Source: an optimization exercise on an open RTL-to-GDS flow (aim: small area). Production flows keep margins and buffers that such runs may drop.
The RTL was checked by simulation tests, not by an equivalence proof against the original design.
The flow treats the clock pin as an ideal source. Dropping or thinning the clock tree relies on that and would not hold on a real chip.

==> flow/design.v <==
`timescale 1ns / 1ps
module metro_istasyonu #(
    parameter [31:0] HALF_PERIOD = 32'd1000,
    parameter SCAN_BIT = 6
)(
    input clk,
    input rst,
    input switch_yon,
    input [5:0] switch_first,
    output dp,
    output [6:0] sseg,
    output [3:0] an,
    output [5:0] leds
    );
    assign dp = 1'b1;
    wire rst_d;
    reg load_d;                  
    reg z;                       
    reg [5:0] sc;
    reg [1:0] dig;
    wire sc_z = ~|sc[4:0];
    wire sc_fb = sc[5] ^ sc[4] ^ sc_z;
    wire dig_step = sc[5] & sc_z;           
    reg [10:0] dv;
    localparam [10:0] DV_RST  = 11'b10110010011;
    localparam [10:0] DV_TICK = 11'b00011001101;    
    localparam [10:0] DV_LOOP = 11'b10010011011;    
    localparam [10:0] DV_PRE  = 11'b10001100110;    
    wire tick = (dv == DV_TICK);
    wire ptick = (dv == DV_PRE);
    assign rst_d = (dv == DV_RST);
    wire [10:0] dv_nx = {dv[9:0], dv[10] ^ dv[8]};
    reg [4:0] sec;       
    reg [5:0] s;         
    reg [5:0] st;        
    reg yon;
    reg [1:0] ra;        
    reg [1:0] rb;        
    wire run = z;
    wire onehot = (st == 6'b000001) | (st == 6'b000010) | (st == 6'b000100) |
                  (st == 6'b001000) | (st == 6'b010000) | (st == 6'b100000);
    wire valid = run & onehot;
    wire [1:0] pa = ra + dig;
    reg [1:0] pb;
    always @* begin
        case ({rb, dig})
            4'b00_00: pb = 2'd0;
            4'b00_01: pb = 2'd2;
            4'b00_10: pb = 2'd1;
            4'b00_11: pb = 2'd0;
            4'b10_00: pb = 2'd2;
            4'b10_01: pb = 2'd1;
            4'b10_10: pb = 2'd0;
            4'b10_11: pb = 2'd2;
            4'b01_00: pb = 2'd1;
            4'b01_01: pb = 2'd0;
            4'b01_10: pb = 2'd2;
            4'b01_11: pb = 2'd1;
            default: pb = 2'd0;
        endcase
    end
    wire [6:0] rom;
    reg [6:0] r0;
    always @* case ({pb, pa})
        4'b0000: r0 = ~7'b0001000;
        4'b0001: r0 = ~7'b1111111;
        4'b0010: r0 = ~7'b0001001;
        4'b0011: r0 = ~7'b1111111;
        4'b1000: r0 = ~7'b1100000;
        4'b1001: r0 = ~7'b0001001;
        4'b1010: r0 = ~7'b1111111;
        4'b1011: r0 = ~7'b0001000;
        4'b0100: r0 = ~7'b1111111;
        4'b0101: r0 = ~7'b1111001;
        4'b0110: r0 = ~7'b0001000;
        4'b0111: r0 = ~7'b1111111;
        default: r0 = 7'b0000000;
    endcase
    reg [6:0] r1;
    always @* case ({pb, pa})
        4'b0000: r1 = ~7'b1100000;
        4'b0001: r1 = ~7'b0110001;
        4'b0010: r1 = ~7'b1100000;
        4'b0011: r1 = ~7'b0110001;
        4'b1000: r1 = ~7'b0110000;
        4'b1001: r1 = ~7'b0001000;
        4'b1010: r1 = ~7'b0110000;
        4'b1011: r1 = ~7'b0001000;
        4'b0100: r1 = ~7'b1001000;
        4'b0101: r1 = ~7'b1111111;
        4'b0110: r1 = ~7'b1001000;
        4'b0111: r1 = ~7'b1111111;
        default: r1 = 7'b0000000;
    endcase
    reg [6:0] r2;
    always @* case ({pb, pa})
        4'b0000: r2 = ~7'b0100100;
        4'b0001: r2 = ~7'b0001001;
        4'b0010: r2 = ~7'b0001000;
        4'b0011: r2 = ~7'b1111010;
        4'b1000: r2 = ~7'b1111111;
        4'b1001: r2 = ~7'b0011000;
        4'b1010: r2 = ~7'b1000001;
        4'b1011: r2 = ~7'b1110001;
        4'b0100: r2 = ~7'b0000001;
        4'b0101: r2 = ~7'b0100100;
        4'b0110: r2 = ~7'b0000001;
        4'b0111: r2 = ~7'b1111111;
        default: r2 = 7'b0000000;
    endcase
    reg [6:0] r3;
    always @* case ({pb, pa})
        4'b0000: r3 = ~7'b0100001;
        4'b0001: r3 = ~7'b0001000;
        4'b0010: r3 = ~7'b0100001;
        4'b0011: r3 = ~7'b0001000;
        4'b1000: r3 = ~7'b1000011;
        4'b1001: r3 = ~7'b0001000;
        4'b1010: r3 = ~7'b1000011;
        4'b1011: r3 = ~7'b0001000;
        4'b0100: r3 = ~7'b1111010;
        4'b0101: r3 = ~7'b1111111;
        4'b0110: r3 = ~7'b1111010;
        4'b0111: r3 = ~7'b1111111;
        default: r3 = 7'b0000000;
    endcase
    reg [6:0] r4;
    always @* case ({pb, pa})
        4'b0000: r4 = ~7'b1000100;
        4'b0001: r4 = ~7'b1000010;
        4'b0010: r4 = ~7'b1100000;
        4'b0011: r4 = ~7'b1111111;
        4'b1000: r4 = ~7'b1000100;
        4'b1001: r4 = ~7'b1000010;
        4'b1010: r4 = ~7'b1100000;
        4'b1011: r4 = ~7'b1111111;
        4'b0100: r4 = ~7'b1000100;
        4'b0101: r4 = ~7'b1000010;
        4'b0110: r4 = ~7'b1100000;
        4'b0111: r4 = ~7'b1111111;
        default: r4 = 7'b0000000;
    endcase
    reg [6:0] r5;
    always @* case ({pb, pa})
        4'b0000: r5 = ~7'b1110000;
        4'b0001: r5 = ~7'b0001001;
        4'b0010: r5 = ~7'b0001001;
        4'b0011: r5 = ~7'b1111111;
        4'b1000: r5 = ~7'b1110000;
        4'b1001: r5 = ~7'b0001001;
        4'b1010: r5 = ~7'b0001001;
        4'b1011: r5 = ~7'b1111111;
        4'b0100: r5 = ~7'b1110000;
        4'b0101: r5 = ~7'b0001001;
        4'b0110: r5 = ~7'b0001001;
        4'b0111: r5 = ~7'b1111111;
        default: r5 = 7'b0000000;
    endcase
    assign rom = ~(({7{st[0]}} & r0) | ({7{st[1]}} & r1) | ({7{st[2]}} & r2) | ({7{st[3]}} & r3) | ({7{st[4]}} & r4) | ({7{st[5]}} & r5)) | {7{~valid}};
    wire load = load_d;
    wire newst = load & (|s);
    wire [5:0] dk = load ? s : (run ? st : 6'd0);
    wire nz = |dk;
    wire wrap = nz & (sec == 5'd23);
    wire roll = (sec != 5'd0) & (sec != 5'd23);
    wire yon_l = yon;
    wire yon_n = (dk == 6'b100000) ? 1'b1 : (dk == 6'b000001) ? 1'b0 : yon_l;
    wire [1:0] ra_l = load ? 2'd0 : ra;
    wire [1:0] rb_l = load ? 2'd0 : rb;
    reg [4:0] sec_n;
    reg [5:0] st_n;
    always @* begin
        sec_n = sec;
        st_n = st;
        if (tick) begin
            if (newst) st_n = s;
            if (nz) sec_n = wrap ? 5'd0 : sec + 1'b1;
            if (wrap) st_n = yon_n ? {1'b0, dk[5:1]} : {dk[4:0], 1'b0};
        end
    end
    always @(posedge clk) begin
        load_d <= ~rst & ptick & (switch_first != s);
        if (ptick & (switch_first != s)) yon <= switch_yon;
        if (rst) begin
            z <= 1'b0;
            sc <= 6'b100000;
            dig <= 2'd3;
            dv <= DV_RST;
            sec <= 5'd0;
            s <= 6'd0;
        end else begin
            sc <= {sc[4:0], sc_fb};
            if (dig_step) dig <= dig + 1'b1;
            dv <= tick ? DV_LOOP : dv_nx;
            sec <= sec_n;
            if (ptick) s <= switch_first;
            if (tick) z <= |s;
        end
        st <= st_n;
        if (tick) begin
            ra <= ra_l;
            rb <= rb_l;
            if (roll) begin
                ra <= ra_l + 1'b1;
                rb <= (rb_l == 2'd0) ? 2'd2 : (rb_l == 2'd2) ? 2'd1 : 2'd0;
            end
            if (wrap) begin
                ra <= 2'd0;
                rb <= 2'd0;
                yon <= yon_n;
            end
        end
    end
    wire disp = ~rst_d & ~(sec[4] & sec[2]);           
    assign sseg = disp ? rom : 7'b1111111;
    assign an = rst_d ? 4'b0000 : ~sec[4] | ~sec[2] ? ~(4'b0001 << dig) : 4'b1111;
    assign leds = (sec_n != 5'd0 && sec_n <= 5'd20) ? st_n : 6'd0;
endmodule
export LEC_CHECK = 0
export ABC_AREA = 1
export CAP_MARGIN = 20
export CORE_MARGIN = 2
export CORE_UTILIZATION = 70
export SLEW_MARGIN = 20
create_clock -name core_clock -period 10.0 [get_ports {clk}]
standard.sh (not shown) runs the stock make flow with config.mk's settings and CLKGATE_MAP_FILE= SYNTH_SCRIPT=/design/flow/synth_recipe.tcl, a recipe that flattens the netlist after the stock synthesis.
==> flow/flow/run.sh <==
#!/bin/bash
# Own layout flow: the standard flow (standard.sh, ORFS), run with a copy
# of ORFS's scripts in which three things differ:
#  1. Synthesis runs the standard synthesis script unchanged, but ABC's area
#     script is replaced by a deeper area-oriented one (&deepsyn), so only
#     the combinational mapping differs; registers keep their names and cells.
#     Adders are left to ABC too (no ADDER_MAP_FILE), instead of being mapped
#     to half- and full-adder cells before it.
#  2. Ports are buffered with sky130_fd_sc_hd__buf_1 instead of the default
#     delay-buffer cell.
#  3. The clock tree is three buf_6 buffers driven from the clock port, each
#     driving the registers of one placement cluster (manual_cts.tcl), in
#     place of TritonCTS's five-buffer H-tree with dummy loads.
# Each step's full output goes to a log file of its own in this folder.
set -euo pipefail
here=$(pwd)
rm -rf "$here/scripts_mod"
cp -r "$FLOW_HOME/scripts" "$here/scripts_mod"
cp "$here/flow/abc_deep.script" "$here/scripts_mod/abc_area.script"
cp "$here/flow/manual_cts.tcl" "$here/scripts_mod/manual_cts.tcl"
sed -i 's|^log_cmd clock_tree_synthesis {\*}$cts_args$|source $::env(SCRIPTS_DIR)/manual_cts.tcl\nmanual_cts 3 sky130_fd_sc_hd__buf_6|' "$here/scripts_mod/cts.tcl"
grep -q "manual_cts 3" "$here/scripts_mod/cts.tcl"
export SCRIPTS_DIR="$here/scripts_mod"
export BUFFER_PORTS_ARGS="-buffer_cell sky130_fd_sc_hd__buf_1"
ADDER_MAP_FILE= bash standard.sh synth > "$here/log_synth.txt" 2>&1
bash standard.sh > "$here/log_layout.txt" 2>&1
ls -l out/final.def
Other scripts of this flow, unchanged in this note and not shown: flow/flow/abc_deep.script, flow/flow/manual_cts.tcl
The first run passed the timing, design-rule and antenna checks.
Edit:
--- a/flow/flow/run.sh
+++ b/flow/flow/run.sh
@@ -11 +11 @@
-#  3. The clock tree is three buf_6 buffers driven from the clock port, each
+#  3. The clock tree is three clkbuf_8 buffers driven from the clock port, each
@@ -21 +21 @@
-sed -i 's|^log_cmd clock_tree_synthesis {\*}$cts_args$|source $::env(SCRIPTS_DIR)/manual_cts.tcl\nmanual_cts 3 sky130_fd_sc_hd__buf_6|' "$here/scripts_mod/cts.tcl"
+sed -i 's|^log_cmd clock_tree_synthesis {\*}$cts_args$|source $::env(SCRIPTS_DIR)/manual_cts.tcl\nmanual_cts 3 sky130_fd_sc_hd__clkbuf_8|' "$here/scripts_mod/cts.tcl"
=> Hold slack barely changes. Utilization is higher by 0.24 points. Fmax decreases by 1.0%.
No run of this note takes its clock network from TritonCTS; it comes from the design's own scripts or RTL.

==> afterwards: timing with drivers on the ports <==
No port has a modelled driver above. Below, the same layouts with a new extraction and two added sets of constraints. Step 1: set_driving_cell puts a clkbuf_16 on clk and a buf_2 on each other input, an assumption about the parent block. Step 2 moves the port delays by t, midway between the first and last clock arrival at a register: inputs arrive t later, outputs are due t later. That takes back most of the time a late clock gives input paths. Slacks: ideal / step 1 / step 2; pairs: ideal / step 1.
| run | shift t [ns] | slack for setup (ns) | hold slack, ns |
|---|---|---|---|
| the first run | 0.164 | 4.761 / 4.715 / 4.879 | 0.470 / 0.470 / 0.470 |
| the second run | 0.186 | 4.706 / 4.662 / 4.848 | 0.469 / 0.469 / 0.469 |
After both steps every run listed still meets setup and hold.
